Background: an optimization exercise with open tools, aiming at small area and a short achievable clock period. Do not read the settings as production practice. At most, simulation tests tie the RTL to the original design; equivalence was not proved. Power is estimated from default activity; no workload was simulated.

== 11-08 ==
==> flow/design.v (excerpt) <==
module mul_pipe(
	input [15:0] numA59,
	input [15:0] numB59,
	input clk_59,
	input reset_59,
	output reg [15:0] Acc_result_59
);
clock: 5.0 ns
lec_check: 0
cap_margin: 20
core_margin: 2
core_utilization: 60
cts_buf_list: sky130_fd_sc_hd__clkbuf_4 sky130_fd_sc_hd__clkbuf_8
cts_cluster_diameter: 60
cts_cluster_size: 30
setup_slack_margin: 3.0
slew_margin: 20
standard.sh (not shown) runs the stock make flow with config.mk's settings and CLKGATE_MAP_FILE= SYNTH_SCRIPT=/design/flow/synth_recipe.tcl, a recipe that flattens the netlist after the stock synthesis.
==> flow/flow/run.sh <==
#!/bin/bash
# Standard ORFS layout, with plain buffers (instead of the default delay-style
# buffer) on the input and output ports.
set -euo pipefail
export BUFFER_PORTS_ARGS="-buffer_cell sky130_fd_sc_hd__buf_1"
bash standard.sh synth > synth.log 2>&1
bash standard.sh > layout.log 2>&1
Changes in 02-17 relative to 11-08:
--- a/flow/design.v
+++ b/flow/design.v
@@ -227,41 +227,26 @@
 wire s195 = t3[33] ^ t3[34] ^ t3[35];
 wire c196 = (t3[33] & t3[34]) | (t3[33] & t3[35]) | (t3[34] & t3[35]);
 wire s197 = t3[36] ^ t3[37];
 wire c198 = t3[36] & t3[37];
 wire s199 = t3[38] ^ t3[39];
 wire c200 = t3[38] & t3[39];
 wire s201 = t3[40] ^ t3[41];
 wire c202 = t3[40] & t3[41];
 wire s203 = t3[42] ^ t3[43];
 wire c204 = t3[42] & t3[43];
-wire [18:5] sl3 = {1'b0, c194, c192, c190, c188, c186, c184, c182, c180, c178, c176, c174, c172, t3[2]} + {1'b0, s195, s193, s191, s189, s187, s185, s183, s181, s179, s177, s175, s173, s171};
-wire [21:18] xh3 = {c202, c200, c198, c196};
-wire [21:18] yh3 = {s203, s201, s199, s197};
-reg [17:10] pl4; reg cs4; reg [21:18] g4, p4; reg z4, s4; reg [4:0] e4;
-always @(posedge clk_59) begin
-	z4 <= z3; s4 <= s3; e4 <= e3; pl4 <= sl3[17:10]; cs4 <= sl3[18];
-	g4 <= xh3 & yh3; p4 <= xh3 ^ yh3;
-end
-wire kg0_1 = g4[19] | (p4[19] & g4[18]);
-wire kp0_1 = p4[19] & p4[18];
-wire kg0_2 = g4[20] | (p4[20] & g4[19]);
-wire kp0_2 = p4[20] & p4[19];
-wire kg0_3 = g4[21] | (p4[21] & g4[20]);
-wire kp0_3 = p4[21] & p4[20];
-wire kg1_2 = kg0_2 | (kp0_2 & g4[18]);
-wire kp1_2 = kp0_2 & p4[18];
-wire kg1_3 = kg0_3 | (kp0_3 & kg0_1);
-wire kp1_3 = kp0_3 & kp0_1;
-wire hc0 = g4[18] | (p4[18] & cs4);
-wire hc1 = kg0_1 | (kp0_1 & cs4);
-wire hc2 = kg1_2 | (kp1_2 & cs4);
-wire hc3 = kg1_3 | (kp1_3 & cs4);
-wire [21:18] ph4 = {p4[21] ^ hc2, p4[20] ^ hc1, p4[19] ^ hc0, p4[18] ^ cs4};
+wire [16:5] sl3 = {1'b0, c190, c188, c186, c184, c182, c180, c178, c176, c174, c172, t3[2]} + {1'b0, s191, s189, s187, s185, s183, s181, s179, s177, s175, s173, s171};
+reg [15:10] pl4; reg cs4; reg [21:16] xh4, yh4; reg z4, s4; reg [4:0] e4;
+always @(posedge clk_59) begin
+	z4 <= z3; s4 <= s3; e4 <= e3; pl4 <= sl3[15:10]; cs4 <= sl3[16];
+	xh4 <= {c202, c200, c198, c196, c194, c192}; yh4 <= {s203, s201, s199, s197, s195, s193};
+end
+wire [6:0] ph4c = {xh4, cs4} + {yh4, cs4};
+wire [21:16] ph4 = ph4c[6:1];
 wire [21:10] q4 = {ph4, pl4};
 wire [9:0] m4 = q4[21] ? q4[20:11] : q4[19:10];
 wire [4:0] e4p = e4 + 5'd1;
 wire [4:0] x4 = q4[21] ? e4p : e4;
 always @(posedge clk_59) begin
 	Acc_result_59 <= z4 ? 16'h0000 : {s4, x4, m4};
 end
 endmodule
Results
- Compared with 11-08, in 02-17 total non-filler cell area in the finished layout lost about 1.2%; relative slew slack picked up an extra 17 points.
- Across both runs, number of distinct library cell variants in the gate-level netlist after synthesis was higher for 02-17 than for 11-08.
- Fmax: 02-17 > 11-08
- 11-08 has higher largest incremental delay on the critical path than 02-17.
- The core of 02-17 is less densely filled than that of 11-08.
- Comparing 02-17 and 11-08, the lower non-clock buffer count was measured on 11-08.
- Multi-input combinational cell area in 02-17 is about 6% lower than in 11-08
For 11-08, only the layout was checked, not whether the RTL still works.

* * *

run P:
Another version of the RTL of mul_pipe (not shown whole).
Size in the first run: about 550 cells after synthesis, ~130 flip-flops.
==> flow/config.mk <==
export PLATFORM = sky130hd
export DESIGN_NAME = mul_pipe
export DESIGN_NICKNAME = mul_pipe
export VERILOG_FILES = /design/flow/design.v
export SDC_FILE = /design/flow/constraint.sdc
export NUM_CORES = 4
export LEC_CHECK = 0
export CAP_MARGIN = 20
export CORE_MARGIN = 2
export CORE_UTILIZATION = 60
export CTS_BUF_LIST = sky130_fd_sc_hd__clkbuf_4 sky130_fd_sc_hd__clkbuf_8
export CTS_CLUSTER_DIAMETER = 60
export CTS_CLUSTER_SIZE = 30
export SETUP_SLACK_MARGIN = 3.0
export SLEW_MARGIN = 20
==> flow/constraint.sdc <==
create_clock -name core_clock -period 5.0 [get_ports {clk_59}]
set_input_delay 1.0000 -clock core_clock [delete_from_list [all_inputs] [get_ports {clk_59}]]
set_output_delay 1.0000 -clock core_clock [all_outputs]
set_load 0.01 [all_outputs]
Scripts as last shown in full above: flow/flow/run.sh
Run P did not stop at any stage, and its layout met the timing, DRC and antenna checks.
## Diff of input files: run Y against run P
--- a/flow/design.v
+++ b/flow/design.v
@@ -10,21 +10,21 @@
 wire [4:0] e1 = numA59[14:10] + numB59[14:10] + 5'd17;
 wire [10:0] bb = {1'b1, numB59[9:0]};
 wire [4:0] one1, two1, neg1;
 genvar gi;
 generate for (gi = 0; gi < 5; gi = gi + 1) begin : benc
 	wire b0 = (gi == 0) ? 1'b0 : bb[2*gi-1];
 	wire b1 = bb[2*gi];
 	wire b2 = bb[2*gi+1];
 	assign one1[gi] = b1 ^ b0;
 	assign two1[gi] = (b2 & ~b1 & ~b0) | (~b2 & b1 & b0);
-	assign neg1[gi] = b2;   
+	assign neg1[gi] = b2 & ~(b1 & b0);
 end endgenerate
 reg z2, s2; reg [4:0] e2; reg [9:0] ma2; reg [4:0] one2, two2, neg2; reg b9_2;
 always @(posedge clk_59) begin
 	z2 <= z1; s2 <= s1; e2 <= e1; ma2 <= numA59[9:0];
 	one2 <= one1; two2 <= two1; neg2 <= neg1; b9_2 <= numB59[9];
 end
 wire pp1 = ((one2[0] & ma2[0])) ^ neg2[0];
 wire pp2 = ((one2[0] & ma2[1]) | (two2[0] & ma2[0])) ^ neg2[0];
 wire pp3 = ((one2[0] & ma2[2]) | (two2[0] & ma2[1])) ^ neg2[0];
 wire pp4 = ((one2[0] & ma2[3]) | (two2[0] & ma2[2])) ^ neg2[0];
## What came out
- Summary of run Y over run P: initial cell density of the core fell by 1.1 points, portion of the clock cycle consumed by the worst path in the final layout went down by 1.8 points.
- Run Y against run P: total leakage power moved up, vias after detailed routing moved up, non-clock buffer contribution to total cell area moved down, non-clock buffer count moved down, number of nets still failing antenna checks after routing level.
- The end of the critical path comes out t3[15]$_DFF_P_ in one run and pl4[13]$_DFF_P_ in the other, namely in run Y and run P respectively.
- Diff run P -> run Y: count of flip-flops and latches picked up an extra about 0.8%, actual slew at the worst max-slew pin lost 120 ps.
The RTL of run P was laid out without a check of its function.

* * *

Another version of the RTL of mul_pipe (not shown whole).
Size: ~570 cells after synthesis, about 120 flip-flops, ~6100 um^2 of cells after synthesis.
clock: 5.0 ns
lec_check: 0
cap_margin: 20
core_margin: 2
core_utilization: 40
setup_slack_margin: 3.0
slew_margin: 20
run.sh (not shown) runs the stock make flow with config.mk's settings and CLKGATE_MAP_FILE= SYNTH_SCRIPT=/design/flow/synth_recipe.tcl, a recipe that flattens the netlist after the stock synthesis.
Stock flow here: none of the scripts above is used.
The first run completed without violations.
Next try:
--- a/flow/design.v
+++ b/flow/design.v
@@ -230,19 +230,22 @@
 wire c198 = t3[36] & t3[37];
 wire s199 = t3[38] ^ t3[39];
 wire c200 = t3[38] & t3[39];
 wire s201 = t3[40] ^ t3[41];
 wire c202 = t3[40] & t3[41];
 wire s203 = t3[42] ^ t3[43];
 wire c204 = t3[42] & t3[43];
-wire [22:5] sl3 = {1'b0, c202, c200, c198, c196, c194, c192, c190, c188, c186, c184, c182, c180, c178, c176, c174, c172, t3[2]} + {1'b0, s203, s201, s199, s197, s195, s193, s191, s189, s187, s185, s183, s181, s179, s177, s175, s173, s171};
-reg [21:10] q4; reg z4, s4; reg [4:0] e4;
-always @(posedge clk_59) begin
-	z4 <= z3; s4 <= s3; e4 <= e3; q4 <= sl3[21:10];
-end
+wire [14:5] sl3 = {1'b0, c186, c184, c182, c180, c178, c176, c174, c172, t3[2]} + {1'b0, s187, s185, s183, s181, s179, s177, s175, s173, s171};
+reg [13:10] pl4; reg cs4; reg [21:14] xh4, yh4; reg z4, s4; reg [4:0] e4;
+always @(posedge clk_59) begin
+	z4 <= z3; s4 <= s3; e4 <= e3; pl4 <= sl3[13:10]; cs4 <= sl3[14];
+	xh4 <= {c202, c200, c198, c196, c194, c192, c190, c188}; yh4 <= {s203, s201, s199, s197, s195, s193, s191, s189};
+end
+wire [21:14] ph4 = xh4 + yh4 + cs4;
+wire [21:10] q4 = {ph4, pl4};
 wire [9:0] m4 = q4[21] ? q4[20:11] : q4[19:10];
 wire [4:0] e4p = e4 + 5'd1;
 wire [4:0] x4 = q4[21] ? e4p : e4;
 always @(posedge clk_59) begin
 	Acc_result_59 <= z4 ? 16'h0000 : {s4, x4, m4};
 end
 endmodule
What happened: Synthesized cell count decreases by 0.35%. Clock skew hardly moves. Global-route usage decreases by 1.2 points. Routed wire length decreases by 7.3%. Worst hold slack is about the same. Die area goes up by 3.6%. Via count fell by 4.5%. Synthesized area climbs by 3.7%. Core utilization stays flat. Register-to-register slack gains 0.27 ns. Critical path depth shrinks by 1. Total power goes down by 6.5%. Worst setup slack gains 0.27 ns.
No functional check of the RTL was part of any run of this note.

==> port drivers added, routing unchanged <==
No port has a modelled driver above. Below, the same layouts with a new extraction and two added sets of constraints. Step 1: set_driving_cell puts a clkbuf_16 on clk_59 and a buf_2 on each other input, an assumption about the parent block. Step 2, shift: input delay + t, output delay - t, t = (earliest + latest rising clock arrival at the registers) / 2. This alone moves slack from input paths to output paths. a / b / c = no drivers / after step 1 / after step 2; a / b = the first two.
| run | t (ns) | setup WS [ns] | worst slew at a driven data input, ns |
|---|---|---|---|
| 11-08 | 0.472 | 2.866 / 2.866 / 2.739 | 0.03 |
| 02-17 | 0.468 | 2.943 / 2.943 / 2.752 | 0.03 |
| run P | 0.466 | 2.936 / 2.936 / 2.799 | 0.03 |
| run Y | 0.477 | 3.025 / 3.025 / 2.732 | 0.03 |
| the first run of note 3 | 0.448 | 2.612 / 2.612 / 2.605 | 0.04 |
| the second run of note 3 | 0.451 | 2.878 / 2.878 / 2.583 | 0.05 |
After both steps every run listed still meets setup and hold. The setup slack of the second run of note 3, which loses most, moves by 0.000 ns with the drivers and by -0.295 ns with both steps.
